Background: an optimization exercise with open tools, aiming at small area and a short achievable clock period. Do not read the settings as production practice. Only simulation tests tie the RTL to the original design; equivalence was not proved. Power is estimated from default activity; no workload was simulated.

==> v20: inputs <==
Design processor_arm, start of the top module:
module processor_arm #(parameter N = 64)
							(input logic CLOCK_50, reset,
							output logic [N-1:0] IM_addr,
							input  logic [31:0] IM_readData,
							output logic [N-1:0] DM_writeData, DM_addr,
							output logic DM_writeEnable, DM_readEnable,
							input  logic [N-1:0] DM_readData);
	logic clk;
	assign clk = CLOCK_50;
	logic [63:2] pc_f;
	logic        pcsrc_m;
	logic [63:0] r_m, x_m;
	always_ff @(posedge clk, posedge reset)
		if (reset) pc_f <= '0;
		else       pc_f <= pcsrc_m ? r_m[63:2] : pc_f + 62'd1;
	assign IM_addr = {pc_f, 2'b00};
	logic        ins31_d;
	logic [30:0] ins_lo_d;
	logic [63:2] pc_d;
	logic [31:0] ins_d;
	logic [30:0] rs1_d, rs2_d;
	logic [4:0]  ra1_f, ra2_f;
	logic        reg2loc_f, cbz_f;
	assign reg2loc_f = IM_readData[31:21] == 11'b11111000000 || IM_readData[31:24] == 8'b10110100;
	assign ra1_f     = IM_readData[9:5];
	assign cbz_f     = IM_readData[31:24] == 8'b10110100;
	assign ra2_f     = reg2loc_f ? IM_readData[4:0] : IM_readData[20:16];
	always_ff @(posedge clk, posedge reset)
		if (reset) ins31_d <= 1'b0;
		else       ins31_d <= IM_readData[31];
	always_ff @(posedge clk) begin
		ins_lo_d <= IM_readData[30:0];
		pc_d     <= pc_f;
		for (int k = 0; k < 31; k++) begin
			rs1_d[k] <= ra1_f == 5'(k) && !cbz_f;
			rs2_d[k] <= ra2_f == 5'(k);
		end
	end
	assign ins_d = {ins31_d, ins_lo_d};
	logic [10:0] op;
	logic is_ldur, is_stur, is_cbz, is_add, is_sub, is_and, is_orr, is_addi, is_subi;
	logic alusrc, sub_d, regwrite_d;
	logic [63:0] rd1, rd2;
	logic [63:0] imm_d, opa_d, opb_d;
	logic [4:0]  wa_w;
	logic [63:0] wd_w;
	logic        we_w;
	assign op      = ins_d[31:21];
	assign is_ldur = op == 11'b11111000010;
	assign is_stur = op == 11'b11111000000;
	assign is_cbz  = op[10:3] == 8'b10110100;
	assign is_add  = op == 11'b10001011000;
	assign is_sub  = op == 11'b11001011000;
	assign is_and  = op == 11'b10001010000;
	assign is_orr  = op == 11'b10101010000;
  ...
==> module processor_arm, before the edit <==
module processor_arm #(parameter N = 64)
							(input logic CLOCK_50, reset,
							output logic [N-1:0] IM_addr,
							input  logic [31:0] IM_readData,
							output logic [N-1:0] DM_writeData, DM_addr,
							output logic DM_writeEnable, DM_readEnable,
							input  logic [N-1:0] DM_readData);
	logic clk;
	assign clk = CLOCK_50;
	logic [63:2] pc_f;
	logic        pcsrc_m;
	logic [63:0] r_m, x_m;
	always_ff @(posedge clk, posedge reset)
		if (reset) pc_f <= '0;
		else       pc_f <= pcsrc_m ? r_m[63:2] : pc_f + 62'd1;
	assign IM_addr = {pc_f, 2'b00};
	logic        ins31_d;
	logic [30:0] ins_lo_d;
	logic [63:2] pc_d;
	logic [31:0] ins_d;
	logic [30:0] rs1_d, rs2_d;
	logic [4:0]  ra1_f, ra2_f;
	logic        reg2loc_f, cbz_f;
	assign reg2loc_f = IM_readData[31:21] == 11'b11111000000 || IM_readData[31:24] == 8'b10110100;
	assign ra1_f     = IM_readData[9:5];
	assign cbz_f     = IM_readData[31:24] == 8'b10110100;
	assign ra2_f     = reg2loc_f ? IM_readData[4:0] : IM_readData[20:16];
	always_ff @(posedge clk, posedge reset)
		if (reset) ins31_d <= 1'b0;
		else       ins31_d <= IM_readData[31];
	always_ff @(posedge clk) begin
		ins_lo_d <= IM_readData[30:0];
		pc_d     <= pc_f;
		for (int k = 0; k < 31; k++) begin
			rs1_d[k] <= ra1_f == 5'(k) && !cbz_f;
			rs2_d[k] <= ra2_f == 5'(k);
		end
	end
	assign ins_d = {ins31_d, ins_lo_d};
	logic [10:0] op;
	logic is_ldur, is_stur, is_cbz, is_add, is_sub, is_and, is_orr, is_addi, is_subi;
	logic alusrc, sub_d, regwrite_d;
	logic [63:0] rd1, rd2;
	logic [63:0] imm_d, opa_d, opb_d;
	logic [4:0]  wa_w;
	logic [63:0] wd_w;
	logic        we_w;
	assign op      = ins_d[31:21];
	assign is_ldur = op == 11'b11111000010;
	assign is_stur = op == 11'b11111000000;
	assign is_cbz  = op[10:3] == 8'b10110100;
	assign is_add  = op == 11'b10001011000;
	assign is_sub  = op == 11'b11001011000;
	assign is_and  = op == 11'b10001010000;
	assign is_orr  = op == 11'b10101010000;
	assign is_addi = op[10:1] == 10'b1001000100;
	assign is_subi = op[10:1] == 10'b1101000100;
	assign alusrc     = is_ldur | is_stur | is_addi | is_subi | is_cbz;
	assign sub_d      = is_sub | is_subi;
	assign regwrite_d = (is_ldur | is_add | is_sub | is_and | is_orr | is_addi | is_subi)
	                    & (ins_d[4:0] != 5'd31);
	regfile registers (.clk(clk), .we3(we_w), .rs1(rs1_d), .rs2(rs2_d), .wa3(wa_w),
	                   .wd3(wd_w), .rd1(rd1), .rd2(rd2));
	assign opa_d = (rd1 | ({64{is_cbz}} & {pc_d, 2'b00})) ^ {64{sub_d}};
	always_comb
		if (is_addi | is_subi) imm_d = {{52{ins_d[21]}}, ins_d[21:10]};
		else if (is_cbz)       imm_d = {{43{ins_d[23]}}, ins_d[23:5], 2'b00};
		else                   imm_d = {{55{ins_d[20]}}, ins_d[20:12]};
	assign opb_d = alusrc ? imm_d : rd2;
	logic [63:0] a_e, b_e, d_e;
	logic [4:0]  wa_e;
	logic sub_e, and_e, orr_e;
	logic regwrite_e, memread_e, memwrite_e, branch_e;
	always_ff @(posedge clk, posedge reset)
		if (reset) begin
			regwrite_e <= 1'b0;
			memread_e  <= 1'b0;
			memwrite_e <= 1'b0;
			branch_e   <= 1'b0;
		end else begin
			regwrite_e <= regwrite_d;
			memread_e  <= is_ldur;
			memwrite_e <= is_stur;
			branch_e   <= is_cbz;
		end
	always_ff @(posedge clk) begin
		a_e   <= opa_d;
		b_e   <= opb_d;
		d_e   <= rd2;
		wa_e  <= ins_d[4:0];
		sub_e <= sub_d;
		and_e <= is_and;
		orr_e <= is_orr;
	end
	logic [63:0] sum, res_e;
	adder #(64) alu_add (.a(a_e), .b(b_e), .inv(sub_e), .y(sum));
	assign res_e  = and_e ? (a_e & b_e) : orr_e ? (a_e | b_e) : sum;
	logic [4:0]  wa_m;
	logic regwrite_m, memread_m, memwrite_m;
	always_ff @(posedge clk, posedge reset)
		if (reset) begin
			regwrite_m <= 1'b0;
			memread_m  <= 1'b0;
			memwrite_m <= 1'b0;
			pcsrc_m    <= 1'b0;
		end else begin
			regwrite_m <= regwrite_e;
			memread_m  <= memread_e;
			memwrite_m <= memwrite_e;
			pcsrc_m    <= branch_e && d_e == 64'd0;	 
		end
	always_ff @(posedge clk) begin
		r_m  <= res_e;
		x_m  <= d_e;
		wa_m <= wa_e;
	end
	assign DM_addr        = r_m;
	assign DM_writeData   = x_m;
	assign DM_readEnable  = memread_m;
	assign DM_writeEnable = memwrite_m;
	always_ff @(posedge clk, posedge reset)
		if (reset) we_w <= 1'b0;
		else       we_w <= regwrite_m;
	always_ff @(posedge clk) begin
		wd_w <= memread_m ? DM_readData : r_m;
		wa_w <= wa_m;
	end
endmodule
clock: 10.0 ns
lec_check: 0
cap_margin: 20
cell_pad_in_sites_detail_placement: 1
cell_pad_in_sites_global_placement: 1
core_margin: 2
core_utilization: 35
cts_cluster_diameter: 100
cts_cluster_size: 25
slew_margin: 20
standard.sh (not shown) runs the stock make flow with config.mk's settings and CLKGATE_MAP_FILE= SYNTH_SCRIPT=/design/flow/synth_recipe.tcl, a recipe that flattens the netlist after the stock synthesis.
==> flow/flow/run.sh <==
#!/bin/bash
export SETUP_SLACK_MARGIN=6.45
bash standard.sh > standard.log 2>&1
==> inputs of v14, as changes to v20 <==
--- a/flow/design.v
+++ b/flow/design.v
@@ -58,8 +58,7 @@
 	logic [30:0] rs1_d, rs2_d;
 	logic [4:0]  ra1_f, ra2_f;
-	logic        reg2loc_f, cbz_f;
+	logic        reg2loc_f;
 	assign reg2loc_f = IM_readData[31:21] == 11'b11111000000 || IM_readData[31:24] == 8'b10110100;
 	assign ra1_f     = IM_readData[9:5];
-	assign cbz_f     = IM_readData[31:24] == 8'b10110100;
 	assign ra2_f     = reg2loc_f ? IM_readData[4:0] : IM_readData[20:16];
 	always_ff @(posedge clk, posedge reset)
@@ -70,5 +69,5 @@
 		pc_d     <= pc_f;
 		for (int k = 0; k < 31; k++) begin
-			rs1_d[k] <= ra1_f == 5'(k) && !cbz_f;
+			rs1_d[k] <= ra1_f == 5'(k);
 			rs2_d[k] <= ra2_f == 5'(k);
 		end
@@ -80,4 +79,5 @@
 	logic [63:0] rd1, rd2;
 	logic [63:0] imm_d, opa_d, opb_d;
+	logic        taken_d;
 	logic [4:0]  wa_w;
 	logic [63:0] wd_w;
@@ -99,5 +99,5 @@
 	regfile registers (.clk(clk), .we3(we_w), .rs1(rs1_d), .rs2(rs2_d), .wa3(wa_w),
 	                   .wd3(wd_w), .rd1(rd1), .rd2(rd2));
-	assign opa_d = (rd1 | ({64{is_cbz}} & {pc_d, 2'b00})) ^ {64{sub_d}};
+	assign opa_d = (is_cbz ? {pc_d, 2'b00} : rd1) ^ {64{sub_d}};
 	always_comb
 		if (is_addi | is_subi) imm_d = {{52{ins_d[21]}}, ins_d[21:10]};
@@ -105,8 +105,9 @@
 		else                   imm_d = {{55{ins_d[20]}}, ins_d[20:12]};
 	assign opb_d = alusrc ? imm_d : rd2;
+	assign taken_d = is_cbz & (rd2 == 64'd0);
 	logic [63:0] a_e, b_e, d_e;
 	logic [4:0]  wa_e;
 	logic sub_e, and_e, orr_e;
-	logic regwrite_e, memread_e, memwrite_e, branch_e;
+	logic regwrite_e, memread_e, memwrite_e, taken_e;
 	always_ff @(posedge clk, posedge reset)
 		if (reset) begin
@@ -114,10 +115,10 @@
 			memread_e  <= 1'b0;
 			memwrite_e <= 1'b0;
-			branch_e   <= 1'b0;
+			taken_e    <= 1'b0;
 		end else begin
 			regwrite_e <= regwrite_d;
 			memread_e  <= is_ldur;
 			memwrite_e <= is_stur;
-			branch_e   <= is_cbz;
+			taken_e    <= taken_d;
 		end
 	always_ff @(posedge clk) begin
@@ -145,5 +146,5 @@
 			memread_m  <= memread_e;
 			memwrite_m <= memwrite_e;
-			pcsrc_m    <= branch_e && d_e == 64'd0;	 
+			pcsrc_m    <= taken_e;
 		end
 	always_ff @(posedge clk) begin
==> flow/flow/run.sh (replaced) <==
#!/bin/bash
export SETUP_SLACK_MARGIN=6.6
bash standard.sh > standard.log 2>&1
==> inputs of v27, as changes to v20 <==
--- a/flow/design.v
+++ b/flow/design.v
@@ -147,5 +147,7 @@
 			pcsrc_m    <= branch_e && d_e == 64'd0;	 
 		end
+	logic memsel_m;
 	always_ff @(posedge clk) begin
+		memsel_m <= memread_e;
 		r_m  <= res_e;
 		x_m  <= d_e;
@@ -160,5 +162,5 @@
 		else       we_w <= regwrite_m;
 	always_ff @(posedge clk) begin
-		wd_w <= memread_m ? DM_readData : r_m;
+		wd_w <= memsel_m ? DM_readData : r_m;
 		wa_w <= wa_m;
 	end
==> flow/flow/run.sh (replaced) <==
#!/bin/bash
export SETUP_SLACK_MARGIN=6.8
bash standard.sh > standard.log 2>&1
CORE_UTILIZATION = 40   (was 35)
==> comparison <==
- v27 completed with no timing, DRC or antenna violations. v20 ran to the end with no violations. v14 produced a clean layout.
- Cell area, lowest first: v20, v27, v14.
- Of v27 and v14, v27 has the higher maximum frequency (gap about 7%, measured against v14).
- Via count is about the same in v20 and v27.
- Between v27 and v14, the lower clock-buffer cell count is in v27 (gap 9).
- In v20 the sequential share of layout area is higher than in v27, by 0.75 points.
==> figures <==
metric                                                                v27          v20          v14
Met2 WL                                                         225000 um    234000 um    239000 um
Post-synthesis register bit count                                    2614         2613         2613
Result of the run                        no timing/DRC/antenna violations  no timing/DRC/antenna violations  no timing/DRC/antenna violations
Share of total power in combinational logic                         0.144        0.127        0.142
Worst clock skew                                                0.0457 ns    0.0368 ns    0.0524 ns
Setup slack of the most critical reg-to-reg path                  6.54 ns      6.23 ns      6.23 ns
Peak clock frequency supported by timing                          285 MHz      265 MHz      265 MHz
Maximum number of pins on one net before global-route repair           75           71           69
Clk network pwr share                                               0.244        0.244        0.248
Post-Synthesis Cell Area                                      0.105 sq mm  0.105 sq mm  0.105 sq mm
Clock transition at path regs                                     0.11 ns      0.10 ns      0.11 ns

separate check: timing with driven ports:
No port has a modelled driver above. Below, the same layouts with a new extraction and two added sets of constraints.
Step 1, drivers: a clkbuf_16 drives CLOCK_50 and a buf_2 each remaining input, both assumed.
Step 2 adds t to the input delays and takes it off the output delays; t is the mean of the earliest and latest rising clock arrival at the registers after step 1. Input paths then give back, and output paths get back, about the clock's delay inside the block.
a / b / c = ideal ports / drivers / drivers and shift; a / b = the first two.
| run | t (ns) | setup slack, ns | worst setup path after step 2 | clock arrival spread, ns | worst slew at a driven data input, ns |
|---|---|---|---|---|---|
| v20 | 0.943 | 6.227 / 6.227 / 5.711 | input to register | 0.039 / 0.039 | 0.12 |
| v14 | 0.950 | 6.231 / 6.231 / 5.811 | input to register | 0.067 / 0.067 | 0.17 |
| v27 | 0.949 | 6.486 / 6.391 / 5.988 | input to register | 0.047 / 0.047 | 0.09 |
After both steps setup and hold are still met in every run listed. The setup slack of v20, which loses most, moves by 0.000 ns with the drivers and by -0.516 ns with both steps.
